What follows belongs to an exercise in optimizing a design on an open flow for small area; a production flow would make more cautious choices.
Where RTL was checked, it was by simulation tests only, not by an equivalence proof against the original.
Only the layout flow was run in runs 2 to 4; the RTL was not checked for function there.

`constraint.sdc`:
```
create_clock -name core_clock -period 15.0 [get_ports {clk}]
set_input_delay 3.0000 -clock core_clock [delete_from_list [all_inputs] [get_ports {clk}]]
set_output_delay 3.0000 -clock core_clock [all_outputs]
set_load 0.01 [all_outputs]
```
`run.sh`:
```
#!/bin/bash
# synth_recipe.tcl (not shown) runs the flow's synth.tcl, then flattens the netlist and writes it again
# the make line also repeats each setting of config.mk as NAME=value (left out here)
make -C /OpenROAD-flow-scripts/flow DESIGN_CONFIG=/design/flow/config.mk WORK_HOME=/design/flow/orfs CLKGATE_MAP_FILE= SYNTH_SCRIPT=/design/flow/synth_recipe.tcl finish
```
`design.v`:
```
module regFile(
	input clk, rst,
	input we,
	input [4:0] wa,
	input [31:0] wd,
	input [4:0] ra,
	output reg [31:0] rd
);
	reg [31:0] RF [1:31];
	reg [31:1] V;
	genvar g;
	generate
		for (g = 1; g < 32; g = g + 1) begin : R
			always @(posedge clk)
				if (we && wa == g) RF[g] <= wd;
		end
	endgenerate
	always @(posedge clk or posedge rst)
		if (rst) V <= 31'd0;
		else if (we && wa != 5'd0) V[wa] <= 1'b1;
	integer i;
	always @(*) begin
		rd = 32'd0;
		for (i = 1; i < 32; i = i + 1)
			if (ra == i && V[i]) rd = rd | RF[i];
	end
endmodule
`timescale 1ns/1ns
module IntCtrl( 
	input clk, rst,
	input[15:0] INT, IRQen,
	output IRQ,
	output reg [3:0] IRQnum
);
	wire [15:0] IRQenINT = (INT & IRQen);
	assign IRQ = | IRQenINT;
	integer i;
	always @(*) begin
		IRQnum = 4'd0;
		for(i=1; i<16; i=i+1)
			if(IRQenINT[i] == 1'b1) IRQnum = i;
	end
endmodule
module rv32Counters(
	input clk, cyc, rst,
	output reg [31:0] Cycle, Timer, Instret, UIE, 
	output reg [3:0] UCause,
	input[31:0] wdata,
	input[4:0] uimm,
	input[3:0] IRQnum,
	input ld_cycle, ld_timer, ld_uie, inc_ret, 
	input c_cycle, c_timer, c_uie,
	output gie, tie, eie,
	output tif
);
	always @ (posedge clk or posedge rst)
		if(rst) Timer <= 32'd0;
		else if(ld_timer && cyc) Timer <= wdata;
		else if (c_timer && cyc) Timer <= Timer & {27'h7ffffff, ~uimm};
		else if(Timer!=32'b0) Timer <= Timer - 32'b1;
	always @ (posedge clk or posedge rst)
		if(rst) Cycle <= 32'd0;
		else if(ld_cycle && cyc) Cycle <= wdata;
		else if (c_cycle && cyc) Cycle <= Cycle & {27'h7ffffff, ~uimm};
		else Cycle <= Cycle + 32'b1;
	always @ (posedge clk or posedge rst)
		if(rst) Instret <= 32'd0;
		else if (inc_ret) Instret <= Instret + 32'b1;
	always @ (posedge clk or posedge rst)
		if(rst) UIE <= 32'd0;  
		else if(ld_uie && cyc) UIE <= wdata;
		else if (c_uie && cyc) UIE <= UIE & {27'h7ffffff, ~uimm};
	always @ (posedge clk or posedge rst)
		if(rst) UCause <= 32'd0;
		else UCause <= IRQnum;
	assign {eie, tie, gie} = UIE[2:0];
	assign tif = (Timer == 32'b1);
endmodule
module rv32dec(
	input[31:0] IR,
	output cu_br_inst,
	cu_jal_inst,
	cu_jalr_inst,
	cu_alu_i_inst,
	cu_alu_r_inst,
	cu_load_inst,
	cu_store_inst,
	cu_lui_inst,
	cu_auipc_inst,
	cu_custom_inst,
	cu_system_inst
);
	assign cu_br_inst = (IR[6:2]==5'b11_000);
	assign cu_jal_inst = (IR[6:2]==5'b11_011);
	assign cu_jalr_inst = (IR[6:2]==5'b11_001);
	assign cu_alu_i_inst = (IR[6:2]==5'b00_100);
	assign cu_alu_r_inst = (IR[6:2]==5'b01_100);
	assign cu_load_inst = (IR[6:2]==5'b00_000);
	assign cu_store_inst = (IR[6:2]==5'b01_000);
	assign cu_lui_inst = (IR[6:2]==5'b01_101);
	assign cu_auipc_inst = (IR[6:2]==5'b00_101);
	assign cu_custom_inst = (IR[6:2]==5'b10_001);
	assign cu_system_inst = (IR[6:2]==5'b11_100);
endmodule
module rv32i_alu(
	input [31:0]    a, b,
	input [4:0]     shamt,
	output [31:0]   r,
	output          cf, zf, vf, sf,
	input [4:0]     opcode,
	input [2:0]     func3,
	input [6:0]     func7
);
	wire I = (opcode == 5'b00_100);
	wire R = (opcode == 5'b01_100);
	wire IorR =  I || R;
	wire instr_logic = ((IorR==1'b1) && ((func3==3'b100) || (func3==3'b111) || (func3==3'b110)));
	wire instr_shift = ((IorR==1'b1) && ((func3==3'b001) || (func3==3'b101) ));
	wire instr_slt = ((IorR==1'b1) && (func3==3'b010));
	wire instr_sltu = ((IorR==1'b1) && (func3==3'b011));
	wire instr_store = (opcode == 5'b01_000);
	wire instr_load = (opcode == 5'b00_000);
	wire instr_add = R & (func3 == 3'b000) & (~func7[5]);
	wire instr_sub = R & (func3 == 3'b000) & (func7[5]);
	wire instr_addi = I & (func3 == 3'b000);
	wire instr_lui = (opcode == 5'b01_101);
	wire instr_auipc = (opcode == 5'b00_101);
	wire instr_branch = (opcode == 5'b11_000);
	wire [31:0] add_sub, op_b;
	wire sub = (instr_branch | instr_sub | instr_slt | instr_sltu);
	assign op_b = ({32{sub}} ^ b) ;
	assign {cf, add_sub} = a + op_b + {31'b0,sub};
	wire[31:0] and_or_xor;
	assign and_or_xor = (IorR & (func3==3'b111)) ? (a & b) :
					 ((IorR & (func3==3'b110))) ? (a | b) : (a ^ b);
	wire[31:0] shift;
	wire[4:0] sha = (opcode==5'b00_100) ? shamt : b[4:0];
	assign shift = func3[2]? (func7[5]? $signed($signed(a) >>> sha) : (a >> sha) ):
						  (a << sha);
	wire[31:0] slt;
	assign slt = (instr_slt) ? {31'b0,(sf != vf)} : {31'b0,(~cf)} ;
	assign r =  (instr_slt | instr_sltu) ? slt :
				(instr_logic) ?     and_or_xor :
				(instr_shift) ?          shift : add_sub;
	assign zf = (add_sub == 32'b0);
	assign sf = (add_sub[31]);
	assign vf = (a[31] ^ op_b[31] ^ add_sub[31] ^ cf);
endmodule
module rv32i_branch_unit (
	input cf, zf, vf, sf,
	input[2:0] func3,
	output reg taken
);
	always @ * begin
		taken = 1'b0;
		(* full_case *)
		(* parallel_case *)
		case(func3)
			3'b000: taken = zf;           
			3'b001: taken = ~zf;          
			3'b100: taken = (sf != vf);   
			3'b101: taken = (sf == vf);   
			3'b110: taken = (~cf);       
			3'b111: taken = (cf);        
			default: taken = 1'b0;
		endcase
	end
endmodule
module rv32i_imm_gen (
input [31:0] inst,
output reg [31:0] imm
);
always @(*) begin
	case (inst[6:2])
		5'b00_100   : 	imm = { {21{inst[31]}}, inst[30:25], inst[24:21], inst[20] };
		5'b01_000     :     imm = { {21{inst[31]}}, inst[30:25], inst[11:8], inst[7] };
		5'b01_101       :     imm = { inst[31], inst[30:20], inst[19:12], 12'b0 };
		5'b00_101     :     imm = { inst[31], inst[30:20], inst[19:12], 12'b0 };
		5'b11_011       : 	imm = { {12{inst[31]}}, inst[19:12], inst[20], inst[30:25], inst[24:21], 1'b0 };
		5'b11_001      : 	imm = { {21{inst[31]}}, inst[30:25], inst[24:21], inst[20] };
		5'b11_000    : 	imm = { {20{inst[31]}}, inst[7], inst[30:25], inst[11:8], 1'b0};
		default           : 	imm = { {21{inst[31]}}, inst[30:25], inst[24:21], inst[20] };  
	endcase  
end
endmodule
module rv32i_extender (
	input [1:0] bsel,
	input [31:0] di,
	output reg [31:0] dout,
	input [1:0] sz,
	input utype
);
reg [31:0] disi;
always @ (*) begin
    (* full_case *)
        (* parallel_case *)
        case (bsel)
            2'b00: disi = di;
            2'b01: disi = di >> 8;
            2'b10: disi = di >> 16;
            2'b11: disi = di >> 24;
        endcase
end
always @ * begin
	if(utype)  
		case(sz)
			2'b00: dout = {{24{1'b0}},disi[7:0]};
			2'b01: dout = {{16{1'b0}},disi[15:0]};
			default: dout = disi;
		endcase
	else
		case(sz)
			2'b00: dout = {{24{disi[7]}},disi[7:0]};
			2'b01: dout = {{16{disi[15]}},disi[15:0]};
			default: dout = disi;
		endcase
end
endmodule
module rv32_core (
	input clk, rst,
	output [31:0] bdi, baddr,
	output bwr,
	output [1:0] bsz,
	input [31:0] bdo,
	input brdy,
	input [15:0] INT,
	output rf_we,
	output [4:0] rf_wa,
	output [31:0] rf_wd,
	output [4:0] rf_ra,
	input [31:0] rf_rd
);
reg cyc, cu_rst_state, TMRIF, ISRMode;
reg [31:0] IR, IR1, PC, PC1, R1, R2, ePC;
reg keep2, ir2nn;
wire [15:0] IRQen;
wire IRQ;
wire [3:0] IRQnum;
IntCtrl INTCU(.clk(clk), .rst(rst), .INT(INT), .IRQen(IRQen), .IRQ(IRQ), .IRQnum(IRQnum));
wire br_0, jal_0, jalr_0, alui_0, alur_0, load_0, store_0, lui_0, auipc_0, custom_0, system_0;
wire br_1, jal_1, jalr_1, alui_1, alur_1, load_1, store_1, lui_1, auipc_1, custom_1, system_1;
rv32dec IDEC0(.IR(IR), .cu_br_inst(br_0), .cu_jal_inst(jal_0), .cu_jalr_inst(jalr_0),
	.cu_alu_i_inst(alui_0), .cu_alu_r_inst(alur_0), .cu_load_inst(load_0), .cu_store_inst(store_0),
	.cu_lui_inst(lui_0), .cu_auipc_inst(auipc_0), .cu_custom_inst(custom_0), .cu_system_inst(system_0));
rv32dec IDEC1(.IR(IR1), .cu_br_inst(br_1), .cu_jal_inst(jal_1), .cu_jalr_inst(jalr_1),
	.cu_alu_i_inst(alui_1), .cu_alu_r_inst(alur_1), .cu_load_inst(load_1), .cu_store_inst(store_1),
	.cu_lui_inst(lui_1), .cu_auipc_inst(auipc_1), .cu_custom_inst(custom_1), .cu_system_inst(system_1));
wire alu_0 = alui_0 | alur_0;
wire alu_1 = alui_1 | alur_1;
wire [2:0] func3_1 = IR1[14:12];
wire [4:0] rd_1 = IR1[11:7];
wire [4:0] rs1_0 = IR[19:15];
wire [4:0] rs2_0 = IR[24:20];
wire [4:0] rs2_1 = IR1[24:20];
wire [31:0] I1;
rv32i_imm_gen IMMGen(.inst(IR1), .imm(I1));
wire [31:0] alu_r;
wire alu_cf, alu_zf, alu_vf, alu_sf;
wire [31:0] alu_a = auipc_1 ? PC1 : R1;
wire alu_b_src = alui_1 | load_1 | store_1 | jalr_1 | auipc_1 | lui_1;
wire [31:0] alu_b = alu_b_src ? I1 : R2;
rv32i_alu ALU(.a(alu_a), .b(alu_b), .shamt(IR1[24:20]), .r(alu_r),
	.cf(alu_cf), .zf(alu_zf), .vf(alu_vf), .sf(alu_sf),
	.opcode(IR1[6:2]), .func3(func3_1), .func7(IR1[31:25]));
wire br_taken;
rv32i_branch_unit BR(.cf(alu_cf), .zf(alu_zf), .vf(alu_vf), .sf(alu_sf), .func3(func3_1), .taken(br_taken));
wire [31:0] Cycle, Timer, Instret, UIE;
wire [3:0] UCause;
wire gie, tie, eie, tov;
wire sys_rw = system_1 & (func3_1 == 3'b001);
wire sys_rci = system_1 & (func3_1 == 3'b111);
wire csr_cycle = (IR1[31:20] == 12'hc00);
wire csr_time = (IR1[31:20] == 12'hc01);
wire csr_uie = (IR1[31:20] == 12'h004);
wire cu_ld_time = sys_rw & csr_time;
rv32Counters CNTR(.clk(clk), .cyc(cyc), .rst(rst),
	.Cycle(Cycle), .Timer(Timer), .Instret(Instret), .UIE(UIE), .UCause(UCause),
	.wdata(R1), .uimm(IR1[19:15]), .IRQnum(IRQnum),
	.ld_cycle(sys_rw & csr_cycle), .ld_timer(cu_ld_time), .ld_uie(sys_rw & csr_uie), .inc_ret(ir2nn & ~cyc),
	.c_cycle(sys_rci & csr_cycle), .c_timer(sys_rci & csr_time), .c_uie(sys_rci & csr_uie),
	.gie(gie), .tie(tie), .eie(eie), .tif(tov));
assign IRQen = UIE[18:3];
wire pc_s1 = jalr_1;
wire pc_s2 = (br_1 & br_taken) | jal_1;
wire pc_s4 = (IR == 32'h00200073);
wire reliable = ~(pc_s1 | pc_s2);
wire int_ecall = (IR == 32'h00000073);
wire int_ebreak = (IR == 32'h00100073);
wire intf = ~ISRMode & ((reliable & (int_ecall | int_ebreak)) | (IRQ & eie) | (TMRIF & tie)) & gie;
wire wfi_1 = (IR1 == 32'h10500073);
wire hold = (~intf & wfi_1) | ~brdy;
wire compressed = ~(IR[0] & IR[1]);
wire [4:0] vec = IRQ ? {1'b1, IRQnum} : TMRIF ? 5'd12 : int_ebreak ? 5'd8 : 5'd4;
wire [31:0] pc_adder = (pc_s2 ? I1 : (compressed ? 32'd2 : 32'd4)) + (pc_s2 ? PC1 : PC);
wire [31:0] nPC = pc_s1 ? alu_r : pc_adder;
wire [31:0] PC_w = cu_rst_state ? 32'd0 : (pc_s4 & reliable) ? ePC : (intf ? {25'd0, vec, 2'd0} : nPC);
wire [31:0] ext_bdo;
rv32i_extender EXT(.bsel(alu_r[1:0]), .di(bdo), .dout(ext_bdo), .sz(func3_1[1:0]), .utype(func3_1[2]));
wire [31:0] cntr = IR1[21] ? (IR1[26] ? {28'd0, UCause} : Instret) : (IR1[22] ? UIE : (IR1[20] ? Timer : Cycle));
wire [31:0] RESMux = load_1 ? ext_bdo : lui_1 ? I1 : (jal_1 | jalr_1) ? PC : system_1 ? cntr : alu_r;
wire rfw_cls = alu_1 | jal_1 | jalr_1 | lui_1 | load_1 | auipc_1 | system_1;
assign rf_we = cyc & ~hold & (rd_1 != 5'd0) & rfw_cls;
assign rf_wa = rd_1;
assign rf_wd = RESMux;
assign rf_ra = cyc ? rs1_0 : rs2_1;
wire byp_cls = alu_1 | load_1 | lui_1 | auipc_1 | custom_1 | system_1;
wire r1_src = (rd_1 == rs1_0) & byp_cls & (rs1_0 != 5'd0);
wire r2_src = (rd_1 == rs2_0) & byp_cls & (rs2_0 != 5'd0);
wire r1_ld = alu_0 | br_0 | load_0 | store_0 | jalr_0 | custom_0 | system_0;
wire r2_ld = alu_0 | br_0 | store_0 | custom_0;
wire memrd = load_1 | store_1;
assign baddr = cyc ? PC_w : (memrd ? alu_r : 32'h40404040);
assign bsz = cyc ? 2'b10 : func3_1[1:0];
assign bwr = ~cyc & store_1;
assign bdi = (baddr[1:0] == 2'b01) ? {R2[23:0], 8'd0} :
	     (baddr[1:0] == 2'b10) ? {R2[15:0], 16'd0} :
	     (baddr[1:0] == 2'b11) ? {R2[7:0], 24'd0} : R2;
wire [31:0] d16ic_32;
wire is16;
D16Inst d16ic(.Inst(bdo[15:0]), .Instout(d16ic_32), .Is16inst(is16));
always @(posedge clk or posedge rst)
	if (rst) IR <= 32'h13;
	else if (~cyc) IR <= hold ? 32'h13 : (is16 ? d16ic_32 : bdo);
always @(posedge clk or posedge rst)
	if (rst) IR1 <= 32'h13;
	else if (cyc) begin
		if (~reliable | intf) IR1 <= 32'h13;
		else if (~hold) IR1 <= IR;
	end
always @(posedge clk or posedge rst)
	if (rst) ir2nn <= 1'b0;
	else if (cyc) ir2nn <= (IR1 != 32'h13);
always @(posedge clk or posedge rst)
	if (rst) PC <= 32'd0;
	else if (cyc & ~hold) PC <= PC_w;
always @(posedge clk)
	if (cyc & ~hold) PC1 <= PC;
always @(posedge clk or posedge rst)
	if (rst) ePC <= 32'd0;
	else if (intf & cyc & ~hold) ePC <= ((int_ecall | int_ebreak) | ~reliable) ? nPC : PC;
always @(posedge clk)
	if (cyc & ~hold & r1_ld) R1 <= r1_src ? RESMux : rf_rd;
always @(posedge clk)
	if (cyc) begin
		if (~hold & r2_ld & r2_src) R2 <= RESMux;
	end else if (~keep2) R2 <= rf_rd;
always @(posedge clk)
	if (cyc) keep2 <= ~hold & r2_ld & r2_src;
always @(posedge clk or posedge rst)
	if (rst) cyc <= 1'b1;
	else if (~hold) cyc <= ~cyc;
always @(posedge clk or posedge rst)
	if (rst) cu_rst_state <= 1'b1;
	else cu_rst_state <= 1'b0;
always @(posedge clk or posedge rst)
	if (rst) TMRIF <= 1'b0;
	else if (tov) TMRIF <= 1'b1;
	else if (cu_ld_time & cyc) TMRIF <= 1'b0;
always @(posedge clk or posedge rst)
	if (rst) ISRMode <= 1'b0;
	else if (intf & cyc) ISRMode <= 1'b1;
	else if (pc_s4) ISRMode <= 1'b0;
endmodule
module D16Inst(Inst,Instout, Is16inst);
input[15:0] Inst;                            
output reg[31:0] Instout;                    
output Is16inst;                             
assign Is16inst = !Inst[1] | !Inst[0];      
wire [1:0] op = Inst[1:0];
wire [2:0] fun3 = Inst[15:13];
wire [1:0] fun2 = Inst[11:10];
wire [1:0] fun = Inst[6:5];
wire [4:0] Brs1 = Inst[11:7];
wire [4:0] Brs2 = Inst[6:2];
always @(Inst) begin
    Instout = 32'b0;
    case(op)
        2'b00:begin                  
            case(fun3)
                3'b000:begin              
                    Instout = {2'b00,Inst[12:11],Inst[10:7],Inst[5],Inst[6],2'b00,5'b00010,3'b000,2'b01,Inst[4:2],7'b0010001};
                end
                3'b010:begin              
                    Instout = {5'd0,Inst[5],Inst[12:10],Inst[6],2'b00,2'b01,Inst[9:7],3'b010,2'b01,Inst[4:2],7'b0000001};
                end
                3'b110:begin          
                    Instout = {5'd0,Inst[5],Inst[12],2'b01,Inst[4:2],2'b01,Inst[9:7],3'b010,Inst[11:10],Inst[6],2'b00,7'b0100001};
                end
                	default:
	Instout = 32'b0;
            endcase
        end
        2'b01:begin                  
            case(fun3)
                3'b000:begin             
                    Instout = {{6{Inst[12]}},Inst[12],Inst[6:2],Inst[11:7],3'b000,Inst[11:7],7'b0010001};
                end
                3'b001:begin          
                    Instout = {Inst[12],Inst[8],Inst[10:9],Inst[6],Inst[7],Inst[2],Inst[11],Inst[5:3],Inst[12],{8{Inst[12]}},5'b00001,7'b1101101};
                end
                3'b010:begin             
                    Instout = {{6{Inst[12]}},Inst[12],Inst[6:2],5'b00000,3'b000,Inst[11:7],7'b0010001};
                end
                3'b011:begin             
                    case(Brs1)
                    5'b00010: begin      
                        Instout = {{3{Inst[12]}},Inst[12],Inst[6],Inst[5],Inst[4:3],Inst[2],3'd0,Brs1,3'b000,Brs1,7'b0010001};
                    end
                    default: begin       
                        Instout = {{14{Inst[12]}},Inst[12],Inst[6:2],Brs1,7'b0110101};
                    end
                    endcase
                end
                3'b100:begin          
                    case(fun2)
                    2'b00:begin      
                        Instout = {7'b0000000,Inst[6:2],2'b01,Inst[9:7],3'b101,2'b01,Inst[9:7],7'b0010001};
                    end  
                    2'b01:begin      
                        Instout = {7'b0100000,Inst[6:2],2'b01,Inst[9:7],3'b101,2'b01,Inst[9:7],7'b0010001};
                    end
                    2'b10:begin      
                        Instout = {{6{Inst[12]}},Inst[12],Inst[6:2],2'b01,Inst[9:7],3'b111,2'b01,Inst[9:7],7'b0010001};
                    end
                    2'b11:
                        if(!Inst[12])begin
                            case(fun)
                                2'b00: begin     
                                    Instout = {7'b0000000,2'b01, Inst[4:2],2'b01,Inst[9:7],3'b111,2'b01,Inst[9:7],7'b0110001};
                                end
                                2'b01: begin     
                                    Instout = {7'b0000000,2'b01, Inst[4:2],2'b01,Inst[9:7],3'b110,2'b01,Inst[9:7],7'b0110001};
                                end
                                2'b10: begin     
                                    Instout = {7'b0000000,2'b01, Inst[4:2],2'b01,Inst[9:7],3'b100,2'b01,Inst[9:7],7'b0110001};
                                end
                                2'b11: begin     
                                    Instout = {7'b0100000,2'b01, Inst[4:2],2'b01,Inst[9:7],3'b000,2'b01,Inst[9:7],7'b0110001};
                                end
                            endcase
                        end
                    endcase
                end
                3'b101:begin          
                    Instout = {Inst[12],Inst[8],Inst[10:9],Inst[6],Inst[7],Inst[2],Inst[11],Inst[5:3],Inst[12],{8{Inst[12]}},5'b00000,7'b1101101};
                end
                3'b110:begin          
                    Instout = {Inst[12],{2{Inst[12]}},Inst[12],Inst[6:5],Inst[2],5'b00000,2'b01,Inst[9:7],3'b000,Inst[11:10],Inst[4:3],Inst[12],7'b1100001};
                end
                3'b111:begin          
                    Instout = {Inst[12],{2{Inst[12]}},Inst[12],Inst[6:5],Inst[2],5'b00000,2'b01,Inst[9:7],3'b001,Inst[11:10],Inst[4:3],Inst[12],7'b1100001};
                end
            endcase
        end
        2'b10:begin                  
            case(fun3)
                3'b000:begin             
                    Instout = {7'b0000000,Inst[6:2],Inst[11:7],3'b001,Inst[11:7],7'b0010001};
                end
                3'b010:begin             
                    Instout = {4'd0,Inst[3:2],Inst[12],Inst[6:4],2'b00,5'b00010,3'b010,Inst[11:7],7'b0000001};
                end
                3'b100:begin             
                    case(Inst[12])
                        1'b0: begin
                            if(!Brs2) begin              
                                Instout = {12'd0,Brs1,3'b000,5'b00000,7'b1100101};
                            end
                            else begin                   
                                Instout = {7'b0000000,Brs2,5'b00000,3'b000,Brs1,7'b0110001};
                            end
                        end
                        1'b1: begin
                            if(!Brs2&&!Brs1) begin       
                                Instout = {12'd1,5'd0,3'b000,5'd0,7'b1110001};
                            end
                            else if(!Brs2) begin         
                                Instout = {12'd0,Brs1,3'b000,5'b00001,7'b1100101};
                            end
                            else begin                   
                                Instout = {7'b0000000,Brs2,Brs1,3'b000,Brs1,7'b0110001};
                            end
                        end
                    endcase
                end
                3'b110:begin          
                    Instout = {4'd0,Inst[8:7],Inst[12],Inst[6:2],5'b00010,3'b010,Inst[11:9],2'b00,7'b0100001};
                end
	default:
	Instout = 32'b0;
            endcase
        end
	default:
	Instout = 32'b0;
    endcase
end
endmodule
module rv32ic_core(
	input         clk,
	input         rst,
	output [31:0] bdi,
	output [31:0] baddr,
	output        bwr,
	output [1:0]  bsz,
	input  [31:0] bdo,
	input         brdy,
	input  [15:0] INT
);
	wire        rf_we;
	wire [4:0]  rf_wa, rf_ra;
	wire [31:0] rf_wd, rf_rd;
	rv32_core CPU(
		.clk(clk), .rst(rst),
		.bdi(bdi), .baddr(baddr), .bwr(bwr), .bsz(bsz),
		.bdo(bdo), .brdy(brdy), .INT(INT),
		.rf_we(rf_we), .rf_wa(rf_wa), .rf_wd(rf_wd), .rf_ra(rf_ra), .rf_rd(rf_rd)
	);
	regFile RF(
		.clk(clk), .rst(rst),
		.we(rf_we), .wa(rf_wa), .wd(rf_wd), .ra(rf_ra), .rd(rf_rd)
	);
endmodule
```
`config.mk`:
```
export PLATFORM = sky130hd
export DESIGN_NAME = rv32ic_core
export DESIGN_NICKNAME = rv32ic_core
export VERILOG_FILES = /design/flow/design.v
export SDC_FILE = /design/flow/constraint.sdc
export NUM_CORES = 4
export LEC_CHECK = 0
export CAP_MARGIN = 20
export CORE_MARGIN = 2
export CORE_UTILIZATION = 35
export PLACE_DENSITY = 0.55
export SLEW_MARGIN = 20
```
==> impl_results.md, run 1 <==
* Outcome: no timing/DRC/antenna violations
* CP max stage cell: dfstp_4
* # IOs at 118
* Fin worst setup slack at 0.3866 ns
* Most common cell on crit path: buf_4
* WL/cell at 36.94 um
* Synth Area per Inst at 11.17 um^2
* Hold buffers post-CTS at 0
* Final HPWL DP at 226000 um
* Tmin final at 14.61 ns
* Hold Path Depth at 1
* Seq cells post-synth at 1385
* # nets final at 6624
* Via density at 6.538
* Slew @ Worst Pin at 1.272 ns
* Met3 wire len at 30930 um
* Die area at 0.2069 mm^2
* Sink Count at 1385
* Critical path class: reg -> out
* Num CTS Buffers at 152
* Final setup viols at 0
* Uppermost layer routed: met5
* Crit start category: flop
* CP max stage delay at 0.74 ns
* GRT overflow at 0
* Most frequent cells in the layout: edfxtp_1, nand2_1, o21ai_0, a21oi_1, nor2_1
* Clock skew at 0.06696 ns
* Inst Count DP at 8941
* Initial Utilization at 35.21%
* Initial DRC count at 8629
* Relative slew slack at 14.31%
* Post-synthesis sequential area ratio at 56.38%
* Largest net degree at the start of global routing at 158
* Post-Route M1 WL at 126600 um
* Layout cells sized above 1 at 12.27%
* Tcrit/Tclk final at 97.42%
* Vias in the first global route at 56790
* All-Layer GR Usage at 32.17%
* First-pass GRT wire length at 466300 um
* Post-synth EDFFs at 1089
* IO Port Bufs at 117
* CTS root buf: clkbuf_16
* Critical R2R Capture: CPU.ePC[31]
* Filler cell count at 19350
* Final Max Tran Viols at 0
* Area delta synth->final at 14.56%
* DIE WIDTH at 454.9 um
* R2r setup slk at 4.58 ns
* R2R cell count at 35
* Setup_tns at 0 ns
* Final hold vios at 0
* Post-synth ARST share at 21.37%
* TritonCTS clock tree: built
* Main synth FF type: edfxtp_1
* Peak Freq at 68.43 MHz
* HP Class: reg -> reg
* Mapped Area at 0.07116 mm^2
* Commonest non-fill, non-tap cell in the layout: edfxtp_1
* Non-Filler Instances at 9229
* Critical Path AT at 11.61 ns
* Worst r2r src: CPU.IR1[4]
* Worst Hold Path EP: RF.V[10]
* Total routed wirelength at 340900 um
* Antenna Nets Post-Route at 0
* Gpl congestion at 1.054
* Std cell rows at 165
* WL met2 at 155800 um
* Synth cell types at 106
* Yosys warns at 9
* Required time at the worst-slack endpoint at 12.00 ns
* Core footprint at 0.2021 mm^2
* H-tree levels at 4
* Die height at 454.9 um
* Cell count after synthesis at 6373
* Initial antenna violation count at 21
* CP Capture Type: primary output
* DR pass1 iterations at 7
* RSZ-0062 raised after global routing: false
* Max clock buf depth at 3
* CTS clk-pin slew, worst paths at 0.06 ns
* Worst skew pair latency at 0.83 ns
* DR vias at 60340
* MaxCap Viol Count at 0
* Min-delay src: RF.V[10]
* Pre-CTS WS at 0.6972 ns
* DRC at 0
* CP Max Fanout at 45
-- cells in the mapped netlist, types with 67 or more instances --
cell      instances  area, um^2
a21oi_1         410        2052
dfrtp_1         288        7207
xnor2_1          67       586.8
nand2_1         483        1813
o211ai_1         79       593.1
inv_1           135       506.7
and3_1           91       569.3
mux2i_1         186        1862
a21o_1           68       510.5
clkbuf_1        399        1498
mux2_2           99        1115
ha_1            142        1777
a221oi_1        154        1349
nor2_1          418        1569
a22oi_1         295        2215
nand3_1         272        1361
edfxtp_1       1089       32700
a22o_1          147        1287
o21ai_0         424        2122
nand4_1          80       500.5
nor3_1          108       540.5
-- worst max-delay path by stage --
stage                     from         to  slack (ns)  cells after the start
global route        CPU.IR1[4]  baddr[31]       0.009                     36
finish              CPU.IR1[4]  baddr[30]        0.39                     37
floorplan           CPU.IR1[4]  baddr[31]        2.28                     38
global placement    CPU.IR1[2]  baddr[30]        0.80                     40
CTS                 CPU.IR1[4]  baddr[30]        0.01                     38
detailed placement  CPU.IR1[2]  baddr[30]        0.70                     40
-- sequential cells by signal (all words and copies together), names as in the netlist, 4 cells and up --
name              cells
CPU.CNTR.Timer       32
CPU.CNTR.Instret     32
CPU.CNTR.Cycle       32
CPU.IR               32
CPU.PC               32
CPU.R2               32
CPU.CNTR.UCause       4
CPU.PC1              32
CPU.IR1              32
CPU.CNTR.UIE         32
RF.V                 31
RF.RF               992
CPU.R1               32
CPU.ePC              32
-- kinds of logic after synthesis --
kind of cell / synth area share [%]
adders and majority gates: 2.553
xor gates and xnor gates: 1.526
muxes: 4.677
AOI/OAI and AO/OA: 19.76
and+or+nand+nor: 11.67
other: 0.005270
buffers and inverters: 3.425
DFF: 56.38
-- what timing repair did --
| item | CTS | global route |
|---|---|---|
| cloned | 0 | 0 |
| gates resized for setup | 5 | 21 |
| buffers inserted | 0 | 5 |
| endpoints found under the setup margin | 3 | 10 |
| pin swaps | 0 | 1 |
-- cell type report --
class                      instances  area, um^2  share of cell area, %
sequential                      1385       40130                  49.23
multi-input combinational       4361       29300                  35.95
clock buffer                     197        4098                  5.027
tap                             2672        3343                  4.101
timing repair buffer             386        3236                  3.969
clock inverter                    78       838.3                  1.028
inverter                         143       549.3                 0.6738
antenna                            7       17.52                0.02149
-- per-stage QoR --
stage	util [%]	cell area (um^2)	hold WS, ns
3_3_place_gp	37.77	76340	0.4291
5_1_grt	40.32	81500	0.4578
4_1_cts	40.23	81310	0.4475
6_report	40.33	81520	0.4467
3_5_place_dp	37.78	76360	0.4354
2_1_floorplan	-	71160	0.4198
-- critical path, delay by kind of cell, from the launching register on --
family	cells	cell delay, ns
mux	1	0.37
buf+inv	5	1.46
flops	1	0.74
compound gates	17	4.99
xor+xnor	1	0.10
simple gates	11	2.43
fa+ha+maj	2	0.69
-- layer usage --
layer	GRT usage (%)	up-vias
li1	-	24890
met2	51.28	3770
met3	5.859	982
met4	21.57	18
met5	0	-
met1	39.85	30680
==> run 2: changes to the inputs <==
--- a/design.v
+++ b/design.v
@@ -113,38 +113,37 @@
 );
 	wire I = (opcode == 5'b00_100);
 	wire R = (opcode == 5'b01_100);
-	wire IorR =  I || R;
-	wire instr_logic = ((IorR==1'b1) && ((func3==3'b100) || (func3==3'b111) || (func3==3'b110)));
-	wire instr_shift = ((IorR==1'b1) && ((func3==3'b001) || (func3==3'b101) ));
-	wire instr_slt = ((IorR==1'b1) && (func3==3'b010));
-	wire instr_sltu = ((IorR==1'b1) && (func3==3'b011));
-	wire instr_store = (opcode == 5'b01_000);
-	wire instr_load = (opcode == 5'b00_000);
-	wire instr_add = R & (func3 == 3'b000) & (~func7[5]);
-	wire instr_sub = R & (func3 == 3'b000) & (func7[5]);
-	wire instr_addi = I & (func3 == 3'b000);
-	wire instr_lui = (opcode == 5'b01_101);
-	wire instr_auipc = (opcode == 5'b00_101);
+	wire IorR =  I | R;
+	wire instr_logic = IorR & ((func3==3'b100) | (func3==3'b111) | (func3==3'b110));
+	wire instr_shift = IorR & ((func3==3'b001) | (func3==3'b101));
+	wire instr_slt = IorR & (func3==3'b010);
+	wire instr_sltu = IorR & (func3==3'b011);
+	wire instr_sub = R & (func3 == 3'b000) & func7[5];
 	wire instr_branch = (opcode == 5'b11_000);
-	wire [31:0] add_sub, op_b;
-	wire sub = (instr_branch | instr_sub | instr_slt | instr_sltu);
-	assign op_b = ({32{sub}} ^ b) ;
+	wire sub = instr_branch | instr_sub | instr_slt | instr_sltu;
+	wire [31:0] op_b = {32{sub}} ^ b;
+	wire [31:0] add_sub;
 	assign {cf, add_sub} = a + op_b + {31'b0,sub};
-	wire[31:0] and_or_xor;
-	assign and_or_xor = (IorR & (func3==3'b111)) ? (a & b) :
-					 ((IorR & (func3==3'b110))) ? (a | b) : (a ^ b);
-	wire[31:0] shift;
-	wire[4:0] sha = (opcode==5'b00_100) ? shamt : b[4:0];
-	assign shift = func3[2]? (func7[5]? $signed($signed(a) >>> sha) : (a >> sha) ):
-						  (a << sha);
-	wire[31:0] slt;
-	assign slt = (instr_slt) ? {31'b0,(sf != vf)} : {31'b0,(~cf)} ;
-	assign r =  (instr_slt | instr_sltu) ? slt :
-				(instr_logic) ?     and_or_xor :
-				(instr_shift) ?          shift : add_sub;
+	wire [31:0] and_or_xor = (IorR & (func3==3'b111)) ? (a & b) :
+					 (IorR & (func3==3'b110)) ? (a | b) : (a ^ b);
+	wire [4:0] sha = I ? shamt : b[4:0];
+	wire left = ~func3[2];
+	wire [31:0] ar, sr, srr;
+	genvar k;
+	generate for (k = 0; k < 32; k = k + 1) begin : REV
+		assign ar[k] = a[31-k];
+		assign srr[k] = sr[31-k];
+	end endgenerate
+	wire [31:0] sin = left ? ar : a;
+	wire fill = func3[2] & func7[5] & a[31];
+	wire [63:0] sx = {{32{fill}}, sin} >> sha;
+	assign sr = sx[31:0];
+	wire [31:0] shift = left ? srr : sr;
+	wire [31:0] slt = instr_slt ? {31'b0,(sf != vf)} : {31'b0,(~cf)};
+	assign r = (instr_slt | instr_sltu) ? slt : instr_logic ? and_or_xor : instr_shift ? shift : add_sub;
 	assign zf = (add_sub == 32'b0);
-	assign sf = (add_sub[31]);
-	assign vf = (a[31] ^ op_b[31] ^ add_sub[31] ^ cf);
+	assign sf = add_sub[31];
+	assign vf = a[31] ^ op_b[31] ^ add_sub[31] ^ cf;
 endmodule
 module rv32i_branch_unit (
 	input cf, zf, vf, sf,
@@ -231,7 +230,8 @@
 	input [31:0] rf_rd
 );
 reg cyc, cu_rst_state, TMRIF, ISRMode;
-reg [31:0] IR, IR1, PC, PC1, R1, R2, ePC;
+reg [31:0] IR, IR1, PC, R1, R2, ePC;
+wire [31:0] PC1 = PC - ((IR1[0] & IR1[1]) ? 32'd4 : 32'd2);
 reg keep2, ir2nn;
 wire [15:0] IRQen;
 wire IRQ;
@@ -333,8 +333,6 @@
 always @(posedge clk or posedge rst)
 	if (rst) PC <= 32'd0;
 	else if (cyc & ~hold) PC <= PC_w;
-always @(posedge clk)
-	if (cyc & ~hold) PC1 <= PC;
 always @(posedge clk or posedge rst)
 	if (rst) ePC <= 32'd0;
 	else if (intf & cyc & ~hold) ePC <= ((int_ecall | int_ebreak) | ~reliable) ? nPC : PC;
--- a/config.mk
+++ b/config.mk
@@ -8,5 +8,6 @@
 export CAP_MARGIN = 20
 export CORE_MARGIN = 2
 export CORE_UTILIZATION = 35
+export CTS_BUF_LIST = sky130_fd_sc_hd__clkbuf_4 sky130_fd_sc_hd__clkbuf_8
 export PLACE_DENSITY = 0.55
 export SLEW_MARGIN = 20
==> impl_results.md, run 2 <==
* Required time at the worst-slack endpoint at 12.00 ns (about the same)
* Final Max Tran Viols at 0 (unchanged)
* Std cell rows at 164 (-0.61%)
* Post-synthesis sequential area ratio at 55.49% (-0.89 points)
* Seq cells post-synth at 1353 (-2.3%)
* Dpl cell area at 0.07545 mm^2 (-1.2%)
* Initial antenna violation count at 10 (-52%)
* Vias in the first global route at 56020 (-1.4%)
* Gpl congestion at 1.074 (+1.9%)
* First-pass GRT wire length at 447900 um (-3.9%)
* Biggest register: RF.RF
* Main synth FF type: edfxtp_1
* Num CTS Buffers at 221 (+45%)
* Top cells by area, synth: edfxtp_1, dfrtp_1, a22oi_1, a21oi_1, nand2_1
* Final HPWL DP at 212600 um (-6.0%)
* Pre-CTS WS at 0.1366 ns (-0.5605 ns)
* Initial DRC count at 8097 (-6.2%)
* Met2 GRT Util at 49.88% (-1.4 points)
* Outcome: no timing/DRC/antenna violations
* Cell count after synthesis at 6412 (+0.61%)
* # nets final at 6707 (+1.3%)
* Sequential Area at 0.03917 mm^2 (-2.4%)
* Count leader, synth: edfxtp_1
* TritonCTS clock tree: built
* Die height at 453.0 um (-0.41%)
* Peak Freq at 68.76 MHz (+0.49%)
* IO Port Bufs at 117 (unchanged)
* Most Used Layer, Global Route: met2
* Clock skew at 0.1163 ns (+0.04933 ns)
* Sink Count at 1353 (-2.3%)
* # IOs at 118 (unchanged)
* Antenna Nets Post-Route at 0 (unchanged)
* Leading area contributor after synthesis: edfxtp_1
* Synth cell types at 120 (+13%)
* Most frequent cells in the layout: edfxtp_1, nand2_1, nor2_1, a21oi_1, o21ai_0
* Final instance area at 0.08030 mm^2 (-1.5%)
* Post-synth EDFFs at 1057 (-2.9%)
* Tcrit/Tclk final at 96.95% (-0.47 points)
* Final setup viols at 0 (unchanged)
* WL/cell at 34.93 um (-5.4%)
* Total routed wirelength at 326200 um (-4.3%)
* Critical path class: reg -> out
* CP Max Fanout at 19 (-58%)
* DR vias at 59330 (-1.7%)
* Synth top cells by count: edfxtp_1, nand2_1, nor2_1, a21oi_1, clkbuf_1
* Post-synth ARST share at 21.88% (+0.51 points)
* Mapped Area at 0.07057 mm^2 (-0.83%)
* Critical Path AT at 11.54 ns (-0.07 ns)
* Synth top area share at 44.98% (-0.98 points)
* All-Layer GR Usage at 30.92% (-1.2 points)
* Area of the multi-input gates at 0.02953 mm^2 (+0.78%)
* Inst Count DP at 8936 (-0.056%)
* Crit start category: flop
* Initial Utilization at 35.27% (+0.064 points)
* Synth Area per Inst at 11.01 um^2 (-1.4%)
* Non-Filler Instances at 9338 (+1.2%)
* HP Class: reg -> reg
* Die area at 0.2052 mm^2 (-0.83%)
* Hold buffers post-CTS at 0 (unchanged)
* Fin worst setup slack at 0.4577 ns (+0.07113 ns)
* Filler cell count at 19260 (-0.46%)
* Core footprint at 0.2001 mm^2 (-1.0%)
* Final hold vios at 0 (unchanged)
* H-tree levels at 4 (unchanged)
* GRT overflow at 0 (unchanged)
* Max FFs per register at 992 (unchanged)
* Relative slew slack at 12.97% (-1.3 points)
* Commonest non-fill, non-tap cell in the layout: edfxtp_1
* CP Capture Type: primary output
* DIE WIDTH at 453.0 um (-0.41%)
* Worst skew pair latency at 1.03 ns (+0.20 ns)
* Area delta synth->final at 13.80%
* Layout cells sized above 1 at 14.36% (+2.1 points)
* Met1 usage at 37.99% (-1.9 points)
* Utilization after layout at 40.14% (-0.19 points)
* CP max stage cell: dfstp_2
* Largest net degree at the start of global routing at 146 (-7.6%)
* CTS clk-pin slew, worst paths at 0.06 ns (about the same)
* Delay-heaviest family, CP: compound AO/OA/AOI/OAI gates
* Met3 usage in global routing at 5.253% (-0.61 points)
* CP max stage delay at 0.77 ns (+0.03 ns)
* Max clock buf depth at 3 (unchanged)
* Via density at 6.354 (-2.8%)
* MaxCap Viol Count at 0 (unchanged)
* Tmin final at 14.54 ns (-0.07113 ns)
* DR pass1 iterations at 7 (unchanged)
* Buf+Inv Stages, Crit Path at 3 (-2)
* Yosys warns at 9 (unchanged)
* Slew @ Worst Pin at 1.300 ns (+0.02842 ns)
* DRC at 0 (unchanged)
* CTS root buf: clkbuf_8
## run 2: cell count changes in the layout (fill, tap and decap cells not counted), sizes merged, moves of 47 or more
cell	delta
nand3	-59
o21ai	-59
mux2i	-47
nor3	+57
nor2	+58
clkbuf	+136
## run 2: worst register-to-register path, delay by kind of cell (launching register included)
kind            cells  cell delay (ns)
compound gates     19             4.50
simple gates        9             2.35
mux                 4             1.30
flops               1             0.77
fa+ha+maj           2             0.72
xor+xnor            3             0.46
buf+inv             1             0.24
## run 2: kinds of logic (layout without fill, tap and decap cells)
group,count (synthesis),in the layout,synth area share (%)
compound gates,2009,2010,19.67
xor+xnor,166,166,2.060
fa+ha+maj,149,149,2.674
buf+inv,665,927,3.743
flops,1353,1353,55.49
mux,223,223,3.638
other cells,1,8,0.005314
simple gates,1846,1846,12.72
## run 2: final timing paths
path	from	to	slack (ns)	cells after the start
setup reg to reg	CPU.IR1[4]	CPU.ePC[31]	4.62	38
hold reg to reg	RF.V[3]	RF.V[3]	0.47	1
min in group asynchronous	rst	CPU.CNTR.Cycle[18]	2.59	2
max in group asynchronous	rst	CPU.PC[20]	10.29	4
setup / recovery	CPU.IR1[4]	baddr[30]	0.46	40
hold / removal	RF.V[3]	RF.V[3]	0.47	1
## run 2: timing repair
action | in CTS | in global routing
gates resized for setup | 15 | 51
buffers inserted | 1 | 2
pin swaps | 1 | 5
gates cloned | 0 | 1
setup endpoints to repair | 19 | 19
## run 2: cell type report
class | count | area share, %
Inverter | 164 | 0.7759
Clock buffer | 333 | 4.967
Multi-Input combinational cell | 4396 | 36.78
Antenna cell | 6 | 0.01870
Timing Repair Buffer | 371 | 3.897
Sequential cell | 1353 | 48.78
Clock inverter | 59 | 0.6513
Tap cell | 2656 | 4.138
## run 2: routing by layer
layer	routed length, um	vias up	share of wire (%)
li1	-	24990	-
met1	121900	30070	37
met2	151600	3419	46
met3	27080	853	8.3
met4	25690	2	7.9
met5	13	-	0.0040
## run 2: through the flow
stage / hold slack [ns] / TNS (ns)
after floorplan: 0.4229 / 0
after global placement: 0.4527 / 0
after detailed placement: 0.4556 / 0
after CTS: 0.4688 / 0
after global routing: 0.4809 / -0.1207
final: 0.4667 / 0
==> run 3: changes to the inputs <==
--- a/design.v
+++ b/design.v
@@ -102,6 +102,48 @@
 	assign cu_custom_inst = (IR[6:2]==5'b10_001);
 	assign cu_system_inst = (IR[6:2]==5'b11_100);
 endmodule
+module bk_add32(
+	input [31:0] a, b,
+	input cin,
+	output [31:0] s,
+	output cout, c31,
+	output [31:0] p, g
+);
+	assign p = a ^ b;
+	assign g = a & b;
+	wire [31:0] G [0:9];
+	wire [31:0] P [0:9];
+	assign G[0] = {g[31:1], g[0] | (p[0] & cin)};
+	assign P[0] = p;
+	genvar l, i;
+	generate
+		for (l = 1; l <= 5; l = l + 1) begin : UP
+			for (i = 0; i < 32; i = i + 1) begin : B
+				if (((i + 1) % (1 << l)) == 0) begin : C
+					assign G[l][i] = G[l-1][i] | (P[l-1][i] & G[l-1][i - (1 << (l-1))]);
+					assign P[l][i] = P[l-1][i] & P[l-1][i - (1 << (l-1))];
+				end else begin : T
+					assign G[l][i] = G[l-1][i];
+					assign P[l][i] = P[l-1][i];
+				end
+			end
+		end
+		for (l = 6; l <= 9; l = l + 1) begin : DN
+			for (i = 0; i < 32; i = i + 1) begin : B
+				if (((i + 1) % (2 << (9-l))) == (1 << (9-l)) && i > (1 << (9-l))) begin : C
+					assign G[l][i] = G[l-1][i] | (P[l-1][i] & G[l-1][i - (1 << (9-l))]);
+					assign P[l][i] = P[l-1][i] & P[l-1][i - (1 << (9-l))];
+				end else begin : T
+					assign G[l][i] = G[l-1][i];
+					assign P[l][i] = P[l-1][i];
+				end
+			end
+		end
+	endgenerate
+	assign s = p ^ {G[9][30:0], cin};
+	assign cout = G[9][31];
+	assign c31 = G[9][30];
+endmodule
 module rv32i_alu(
 	input [31:0]    a, b,
 	input [4:0]     shamt,
@@ -109,7 +151,8 @@
 	output          cf, zf, vf, sf,
 	input [4:0]     opcode,
 	input [2:0]     func3,
-	input [6:0]     func7
+	input [6:0]     func7,
+	input           br_cmp
 );
 	wire I = (opcode == 5'b00_100);
 	wire R = (opcode == 5'b01_100);
@@ -120,12 +163,13 @@
 	wire instr_sltu = IorR & (func3==3'b011);
 	wire instr_sub = R & (func3 == 3'b000) & func7[5];
 	wire instr_branch = (opcode == 5'b11_000);
-	wire sub = instr_branch | instr_sub | instr_slt | instr_sltu;
+	wire sub = (instr_branch & br_cmp) | instr_sub | instr_slt | instr_sltu;
 	wire [31:0] op_b = {32{sub}} ^ b;
-	wire [31:0] add_sub;
-	assign {cf, add_sub} = a + op_b + {31'b0,sub};
-	wire [31:0] and_or_xor = (IorR & (func3==3'b111)) ? (a & b) :
-					 (IorR & (func3==3'b110)) ? (a | b) : (a ^ b);
+	wire [31:0] add_sub, p, g;
+	wire c31;
+	bk_add32 ADD(.a(a), .b(op_b), .cin(sub), .s(add_sub), .cout(cf), .c31(c31), .p(p), .g(g));
+	wire [31:0] and_or_xor = (IorR & (func3==3'b111)) ? g :
+				 (IorR & (func3==3'b110)) ? (p | g) : p;
 	wire [4:0] sha = I ? shamt : b[4:0];
 	wire left = ~func3[2];
 	wire [31:0] ar, sr, srr;
@@ -143,7 +187,7 @@
 	assign r = (instr_slt | instr_sltu) ? slt : instr_logic ? and_or_xor : instr_shift ? shift : add_sub;
 	assign zf = (add_sub == 32'b0);
 	assign sf = add_sub[31];
-	assign vf = a[31] ^ op_b[31] ^ add_sub[31] ^ cf;
+	assign vf = c31 ^ cf;
 endmodule
 module rv32i_branch_unit (
 	input cf, zf, vf, sf,
@@ -232,7 +276,7 @@
 reg cyc, cu_rst_state, TMRIF, ISRMode;
 reg [31:0] IR, IR1, PC, R1, R2, ePC;
 wire [31:0] PC1 = PC - ((IR1[0] & IR1[1]) ? 32'd4 : 32'd2);
-reg keep2, ir2nn;
+reg keep2, ir2nn, taken_r;
 wire [15:0] IRQen;
 wire IRQ;
 wire [3:0] IRQnum;
@@ -256,12 +300,13 @@
 rv32i_imm_gen IMMGen(.inst(IR1), .imm(I1));
 wire [31:0] alu_r;
 wire alu_cf, alu_zf, alu_vf, alu_sf;
-wire [31:0] alu_a = auipc_1 ? PC1 : R1;
-wire alu_b_src = alui_1 | load_1 | store_1 | jalr_1 | auipc_1 | lui_1;
-wire [31:0] alu_b = alu_b_src ? I1 : R2;
+wire tgt_1 = cyc & (br_1 | jal_1);
+wire [31:0] alu_a = (auipc_1 | tgt_1) ? PC1 : R1;
+wire alu_b_src = alui_1 | load_1 | store_1 | jalr_1 | auipc_1 | lui_1 | tgt_1;
+wire [31:0] alu_b = alu_b_src ? I1 : ((cyc | keep2) ? R2 : rf_rd);
 rv32i_alu ALU(.a(alu_a), .b(alu_b), .shamt(IR1[24:20]), .r(alu_r),
 	.cf(alu_cf), .zf(alu_zf), .vf(alu_vf), .sf(alu_sf),
-	.opcode(IR1[6:2]), .func3(func3_1), .func7(IR1[31:25]));
+	.opcode(IR1[6:2]), .func3(func3_1), .func7(IR1[31:25]), .br_cmp(~cyc));
 wire br_taken;
 rv32i_branch_unit BR(.cf(alu_cf), .zf(alu_zf), .vf(alu_vf), .sf(alu_sf), .func3(func3_1), .taken(br_taken));
 wire [31:0] Cycle, Timer, Instret, UIE;
@@ -281,7 +326,7 @@
 	.gie(gie), .tie(tie), .eie(eie), .tif(tov));
 assign IRQen = UIE[18:3];
 wire pc_s1 = jalr_1;
-wire pc_s2 = (br_1 & br_taken) | jal_1;
+wire pc_s2 = (br_1 & taken_r) | jal_1;
 wire pc_s4 = (IR == 32'h00200073);
 wire reliable = ~(pc_s1 | pc_s2);
 wire int_ecall = (IR == 32'h00000073);
@@ -291,9 +336,15 @@
 wire hold = (~intf & wfi_1) | ~brdy;
 wire compressed = ~(IR[0] & IR[1]);
 wire [4:0] vec = IRQ ? {1'b1, IRQnum} : TMRIF ? 5'd12 : int_ebreak ? 5'd8 : 5'd4;
-wire [31:0] pc_adder = (pc_s2 ? I1 : (compressed ? 32'd2 : 32'd4)) + (pc_s2 ? PC1 : PC);
-wire [31:0] nPC = pc_s1 ? alu_r : pc_adder;
-wire [31:0] PC_w = cu_rst_state ? 32'd0 : (pc_s4 & reliable) ? ePC : (intf ? {25'd0, vec, 2'd0} : nPC);
+wire [31:0] pc_seq = PC + (compressed ? 32'd2 : 32'd4);
+wire [31:0] nPC = (pc_s1 | pc_s2) ? alu_r : pc_seq;
+wire irq_t = (IRQ & eie) | (TMRIF & tie);
+wire intf_r = ~ISRMode & gie & (int_ecall | int_ebreak | irq_t);
+wire intf_n = ~ISRMode & gie & irq_t;
+wire [31:0] int_vec = {25'd0, vec, 2'd0};
+wire [31:0] PC_w = cu_rst_state ? 32'd0 :
+	reliable ? (pc_s4 ? ePC : intf_r ? int_vec : pc_seq) :
+	           (intf_n ? int_vec : alu_r);
 wire [31:0] ext_bdo;
 rv32i_extender EXT(.bsel(alu_r[1:0]), .di(bdo), .dout(ext_bdo), .sz(func3_1[1:0]), .utype(func3_1[2]));
 wire [31:0] cntr = IR1[21] ? (IR1[26] ? {28'd0, UCause} : Instret) : (IR1[22] ? UIE : (IR1[20] ? Timer : Cycle));
@@ -343,6 +394,8 @@
 		if (~hold & r2_ld & r2_src) R2 <= RESMux;
 	end else if (~keep2) R2 <= rf_rd;
 always @(posedge clk)
+	if (~cyc) taken_r <= br_taken;
+always @(posedge clk)
 	if (cyc) keep2 <= ~hold & r2_ld & r2_src;
 always @(posedge clk or posedge rst)
 	if (rst) cyc <= 1'b1;
--- a/config.mk
+++ b/config.mk
@@ -8,6 +8,8 @@
 export CAP_MARGIN = 20
 export CORE_MARGIN = 2
 export CORE_UTILIZATION = 35
-export CTS_BUF_LIST = sky130_fd_sc_hd__clkbuf_4 sky130_fd_sc_hd__clkbuf_8
+export CTS_BUF_LIST = sky130_fd_sc_hd__clkbuf_8 sky130_fd_sc_hd__clkbuf_16
+export CTS_CLUSTER_DIAMETER = 60
+export CTS_CLUSTER_SIZE = 24
 export PLACE_DENSITY = 0.55
 export SLEW_MARGIN = 20
==> impl_results.md, run 3 <==
* Outcome: no timing/DRC/antenna violations
* CTS clk-pin slew, worst paths at 0.08 ns (+0.02 ns)
* Pre-CTS WS at 2.024 ns (+1.887 ns)
* Area delta synth->final at 12.16%
* Synth cell types at 112 (-6.7%)
* First-pass GRT wire length at 461500 um (+3.0%)
* IO Port Bufs at 117 (unchanged)
* Max FFs per register at 992 (unchanged)
* Antenna Nets Post-Route at 0 (unchanged)
* Final hold vios at 0 (unchanged)
* Num CTS Buffers at 99 (-55%)
* Sink Count at 1354 (+0.074%)
* H-tree levels at 3 (-1)
* Final HPWL DP at 229000 um (+7.8%)
* Layout cells sized above 1 at 10.86% (-3.5 points)
* Most common cell on crit path: nand2_1
* Min-delay src: CPU.CNTR.Instret[31]
* TritonCTS clock tree: built
* DRC at 0 (unchanged)
* Critical path class: reg -> out
* Crit start category: flop
* Commonest non-fill, non-tap cell in the layout: edfxtp_1
* Leading area contributor after synthesis: edfxtp_1
* MaxCap Viol Count at 0 (unchanged)
* CP Max Fanout at 89 (+70)
* Core footprint at 0.1995 mm^2 (-0.31%)
* Largest net degree at the start of global routing at 129 (-12%)
* Filler cell count at 19380 (+0.61%)
* Cell count after synthesis at 6350 (-0.97%)
* Initial DRC count at 8941 (+10%)
* CP Capture Type: primary output
* Most frequent cells in the layout: edfxtp_1, nand2_1, nor2_1, o21ai_0, a21oi_1
* Clock skew at 0.09214 ns (-0.02415 ns)
* Die height at 451.5 um (-0.33%)
* Std cell rows at 164 (unchanged)
* Top cells by area, synth: edfxtp_1, dfrtp_1, a22oi_1, nand2_1, o21ai_0
* Via density at 6.588 (+3.7%)
* CP Depth at 28 (-30%)
* R2r setup slk at 3.78 ns (-0.84 ns)
* Total routed wirelength at 337600 um (+3.5%)
* Fin worst setup slack at 0.9925 ns (+0.5348 ns)
* Post-synth EDFFs at 1058 (+0.095%)
* All-Layer GR Usage at 32.02% (+1.1 points)
* # IOs at 118 (unchanged)
* Tcrit/Tclk final at 93.38% (-3.6 points)
* Synth top area share at 45.32% (+0.34 points)
* Relative slew slack at 14.20% (+1.2 points)
* Buf+Inv Stages, Crit Path at 4 (+1)
* Post-synthesis sequential area ratio at 55.91% (+0.41 points)
* Biggest register: RF.RF
* Area of the multi-input gates at 0.02916 mm^2 (-1.3%)
* Gpl congestion at 1.011 (-5.9%)
* Max clock buf depth at 3 (unchanged)
* Vias in the first global route at 55620 (-0.72%)
* Tmin final at 14.01 ns (-0.5348 ns)
* Critical Path AT at 11.01 ns (-0.53 ns)
* Hold buffers post-CTS at 0 (unchanged)
* Post-synth ARST share at 21.86% (about the same)
* CTS root buf: clkbuf_16
* HP Class: reg -> reg
* WL/cell at 37.26 um (+6.7%)
* Peak Freq at 71.39 MHz (+3.8%)
* DR pass1 iterations at 6 (-1)
* Setup bufs post-CTS at 0 (-1)
* GRT overflow at 0 (unchanged)
* Main synth FF type: edfxtp_1
* Worst skew pair latency at 0.79 ns (-0.24 ns)
* R2R cell count at 32 (-16%)
* Worst Hold Path EP: CPU.CNTR.Instret[31]
* Initial antenna violation count at 14 (+4)
* Initial Utilization at 35.14% (-0.13 points)
* DIE WIDTH at 451.5 um (-0.33%)
* Synth Area per Inst at 11.04 um^2 (+0.30%)
* Mapped Area at 0.07010 mm^2 (-0.66%)
* DR vias at 59680 (+0.59%)
* Count leader, synth: edfxtp_1
* Final Max Tran Viols at 0 (unchanged)
* # nets final at 6473 (-3.5%)
* CP max stage delay at 1.14 ns (+0.37 ns)
* RSZ-0062 raised after global routing: false
* Synth top cells by count: edfxtp_1, nand2_1, nor2_1, o21ai_0, clkbuf_1
* CP max stage cell: dfstp_4
* Critical R2R Capture: RF.RF[26][31]
* Die area at 0.2039 mm^2 (-0.66%)
* Yosys warns at 10 (+1)
* Slew @ Worst Pin at 1.255 ns (-0.04581 ns)
* Sequential Area at 0.03920 mm^2 (about the same)
* Worst r2r src: CPU.cyc
* Seq cells post-synth at 1354 (+0.074%)
* Hold Path Depth at 1 (unchanged)
* Setup_tns at 0 ns (unchanged)
* Required time at the worst-slack endpoint at 12.00 ns (about the same)
* Delay-heaviest family, CP: simple AND/OR/NAND/NOR gates
* Resize count post-CTS at 0 (-15)
* Final setup viols at 0 (unchanged)
[run 3: metrics by stage]
stage / hold slack [ns] / utilization (%) / std cells / instance area (um^2)
3_5_place_dp: 0.4640 / 37.67 / 8872 / 75140
6_report: 0.4727 / 39.42 / 9059 / 78620
5_1_grt: 0.4812 / 39.41 / 9054 / 78610
2_1_floorplan: 0.4253 / - / 6350 / 70100
4_1_cts: 0.4774 / 39.40 / 9052 / 78580
3_3_place_gp: 0.4580 / 37.67 / 8872 / 75130
[run 3: worst max path at each step]
stage | end | start
floorplan | CPU.CNTR.Cycle[0] | rst
global placement | bdi[0] | CPU.cyc
detailed placement | bdi[2] | CPU.cyc
CTS | bdi[2] | CPU.cyc
global route | bdi[7] | CPU.cyc
finish | bdi[7] | CPU.cyc
[run 3: area by class of cell]
cell class	count	share of cell area, %
tap	2656	4.227
clock inverter	77	1.139
timing repair buffer	353	3.784
multi-input combinational	4376	37.09
clock buffer	103	3.235
inverter	134	0.6493
sequential	1354	49.86
antenna	6	0.01910
[run 3: worst register-to-register path, delay by kind of cell (launching register included)]
kind,cells,cell delay (ns)
AOI/OAI and AO/OA,15,4.53
and+or+nand+nor,8,2.42
buffers and inverters,5,1.47
DFF,1,1.14
adders and majority gates,2,0.71
xor gates and xnor gates,2,0.69
[run 3: layer usage]
metal | part of all wire [%] | GRT usage [%]
met5 | 0.019 | 0
met1 | 39 | 42.12
met4 | 6.9 | 18.29
met2 | 45 | 49.52
met3 | 9.6 | 6.042
[run 3: logic make-up (layout without fill, tap and decap cells)]
group	Yosys count	in the layout	synth area share [%]
compound gates	2042	2042	20.34
other cells	1	7	0.005350
buf+inv	620	667	3.452
fa+ha+maj	104	104	2.049
xor+xnor	170	170	2.124
simple gates	1855	1855	13.01
flops	1354	1354	55.91
mux	204	204	3.113
==> run 4: changes to the inputs <==
--- a/config.mk
+++ b/config.mk
@@ -8,8 +8,8 @@
 export CAP_MARGIN = 20
 export CORE_MARGIN = 2
 export CORE_UTILIZATION = 35
-export CTS_BUF_LIST = sky130_fd_sc_hd__clkbuf_8 sky130_fd_sc_hd__clkbuf_16
+export CTS_BUF_LIST = sky130_fd_sc_hd__clkbuf_8
 export CTS_CLUSTER_DIAMETER = 60
-export CTS_CLUSTER_SIZE = 24
+export CTS_CLUSTER_SIZE = 16
 export PLACE_DENSITY = 0.55
 export SLEW_MARGIN = 20
==> impl_results.md, run 4 <==
* Inst Count DP at 8872 (unchanged)
* Vias in the first global route at 55700 (+0.15%)
* Core footprint at 0.1995 mm^2 (unchanged)
* Final setup viols at 0 (unchanged)
* # IOs at 118 (unchanged)
* First-pass GRT wire length at 461200 um (about the same)
* Layout cells sized above 1 at 10.75% (-0.11 points)
* # nets final at 6488 (+0.23%)
* Critical Path AT at 11.26 ns (+0.25 ns)
* IO Port Bufs at 117 (unchanged)
* Outcome: no timing/DRC/antenna violations
* Count leader, synth: edfxtp_1
* WL/cell at 37.26 um (about the same)
* Min-delay src: CPU.CNTR.Instret[31]
* Post-synth ARST share at 21.86% (unchanged)
* Synth top area share at 45.32% (unchanged)
* CP Max Fanout at 89 (unchanged)
* Initial Utilization at 35.14% (unchanged)
* Final HPWL DP at 229000 um (unchanged)
* Crit. Startpoint: CPU.cyc
* Delay-heaviest family, CP: simple AND/OR/NAND/NOR gates
* Critical path class: reg -> out
* GRT overflow at 0 (unchanged)
* Non-Filler Instances at 9054 (-0.055%)
* Initial antenna violation count at 16 (+2)
* CTS clk-pin slew, worst paths at 0.09 ns (about the same)
* Fin worst setup slack at 0.7385 ns (-0.2540 ns)
* Seq cells post-synth at 1354 (unchanged)
* Tmin final at 14.26 ns (+0.2540 ns)
* Post-synth EDFFs at 1058 (unchanged)
* Required time at the worst-slack endpoint at 12.00 ns (about the same)
* CP max stage delay at 1.15 ns (about the same)
* Max clock buf depth at 3 (unchanged)
* Most common cell on crit path: nand2_1
* Resize count post-CTS at 0 (unchanged)
* Yosys warns at 10 (unchanged)
* Dpl cell area at 0.07514 mm^2 (unchanged)
* RSZ-0062 raised after global routing: false
* Synth cell types at 112 (unchanged)
* Most frequent cells in the layout: edfxtp_1, nand2_1, nor2_1, o21ai_0, a21oi_1
* Mapped Area at 0.07010 mm^2 (unchanged)
* Setup bufs post-CTS at 0 (unchanged)
* Main synth FF type: edfxtp_1
* Hold Path Depth at 1 (unchanged)
* Std cell rows at 164 (unchanged)
* Relative slew slack at 8.243% (-6.0 points)
* Synth Area per Inst at 11.04 um^2 (unchanged)
* CTS root buf: clkbuf_8
* DIE WIDTH at 451.5 um (unchanged)
* DR vias at 59650 (-0.060%)
* Worst r2r src: CPU.cyc
* Worst Hold Path EP: CPU.CNTR.Instret[31]
* Synth top cells by count: edfxtp_1, nand2_1, nor2_1, o21ai_0, clkbuf_1
* Via density at 6.588 (about the same)
* TritonCTS clock tree: built
* Post-synthesis sequential area ratio at 55.91% (unchanged)
* Initial DRC count at 9081 (+1.6%)
* Antenna Nets Post-Route at 0 (unchanged)
* Area delta synth->final at 10.48%
* Largest net degree at the start of global routing at 129 (unchanged)
* H-tree levels at 3 (unchanged)
* Crit start category: flop
* Biggest register: RF.RF
* Setup_tns at 0 ns (unchanged)
* Hold buffers post-CTS at 0 (unchanged)
* Final Max Tran Viols at 0 (unchanged)
* Clock skew at 0.09945 ns (+0.007309 ns)
* Max FFs per register at 992 (unchanged)
* DRC at 0 (unchanged)
* Gpl congestion at 1.011 (unchanged)
* Leading area contributor after synthesis: edfxtp_1
* CP Capture Type: primary output
* Die height at 451.5 um (unchanged)
* CP max stage cell: dfstp_4
* Commonest non-fill, non-tap cell in the layout: edfxtp_1
* Final hold vios at 0 (unchanged)
* MaxCap Viol Count at 0 (unchanged)
* Tcrit/Tclk final at 95.08% (+1.7 points)
* Critical R2R Capture: RF.RF[10][2]
* All-Layer GR Usage at 32.01% (about the same)
* Total routed wirelength at 337300 um (about the same)
* Worst skew pair latency at 0.98 ns (+0.19 ns)
* Peak Freq at 70.12 MHz (-1.8%)
* Slew @ Worst Pin at 1.362 ns (+0.1074 ns)
* R2R cell count at 26 (-19%)
* HP Class: reg -> reg
* Num CTS Buffers at 114 (+15%)
* Top cells by area, synth: edfxtp_1, dfrtp_1, a22oi_1, nand2_1, o21ai_0
* Final instance area at 0.07744 mm^2 (-1.5%)
* DR pass1 iterations at 7 (+1)
* Buf+Inv Stages, Crit Path at 4 (unchanged)
* Pre-CTS WS at 2.024 ns (unchanged)
* R2r setup slk at 3.30 ns (-0.48 ns)
* Sink Count at 1354 (unchanged)
* Cell count after synthesis at 6350 (unchanged)
* Die area at 0.2039 mm^2 (unchanged)
run 4: cell counts after synthesis:
Identical to the previous run, type by type.
run 4: cell type report:
type	count	area (um^2)
diodes	9	22.52
clock buffers	119	1638
clock inverters	53	621.8
fillers	19550	122000
inverters	134	510.5
multi-input cells	4376	29160
flip-flops and latches	1354	39200
well taps	2656	3323
repair buffers	353	2965
run 4: worst max path at each step:
stage | depth (start not counted) | slack [ns] | endpoint
floorplan | 1 | 3.84 | CPU.CNTR.Cycle[0]
global placement | 28 | 2.13 | bdi[0]
detailed placement | 28 | 2.02 | bdi[2]
CTS | 28 | 0.97 | bdi[2]
global route | 28 | 0.30 | bdi[7]
finish | 28 | 0.74 | bdi[7]
run 4: kinds of logic after synthesis:
| logic type | synth area share (%) |
|---|---|
| fa+ha+maj | 2.049 |
| buf+inv | 3.452 |
| mux | 3.113 |
| flops | 55.91 |
| other cells | 0.005350 |
| compound gates | 20.34 |
| xor+xnor | 2.124 |
| simple gates | 13.01 |
run 4: layer usage:
metal / track usage [%] / wire, um
met3: 6.278 / 33100
met4: 19.12 / 24420
met1: 42.02 / 130500
met2: 49.03 / 149300
met5: 0 / 74
run 4: per-stage QoR:
| step | hold WS, ns | utilization [%] |
|---|---|---|
| after floorplan | 0.4253 | - |
| after global placement | 0.4580 | 37.67 |
| after detailed placement | 0.4640 | 37.67 |
| after CTS | 0.4806 | 38.80 |
| after global routing | 0.4846 | 38.82 |
| final | 0.4776 | 38.83 |

port drivers added, routing unchanged:
How much do the figures lean on ideal ports? The routed layouts below were timed once more, with nothing changed but the port constraints. Step 1 assumes that a clkbuf_16 drives the clock port and a buf_2 every other input. Step 2 moves the port delays by t, midway between the first and last clock arrival at a register: inputs arrive t later, outputs are due t later. That takes back most of the time a late clock gives input paths. Three values: no drivers, after step 1, after step 2; two values: the first two.
run	shift t [ns]	setup WS [ns]	latest minus earliest clock arrival (ns)	worst register clock-pin slew, ns
run 1	0.875	0.387 / 0.308 / 1.184	0.066 / 0.067	0.07 / 0.07
run 2	1.052	0.458 / 0.381 / 1.433	0.117 / 0.117	0.07 / 0.07
run 3	0.822	0.992 / 0.913 / 1.735	0.093 / 0.092	0.10 / 0.10
run 4	1.012	0.738 / 0.660 / 1.673	0.099 / 0.099	0.12 / 0.12
After both steps every run listed still meets setup and hold.
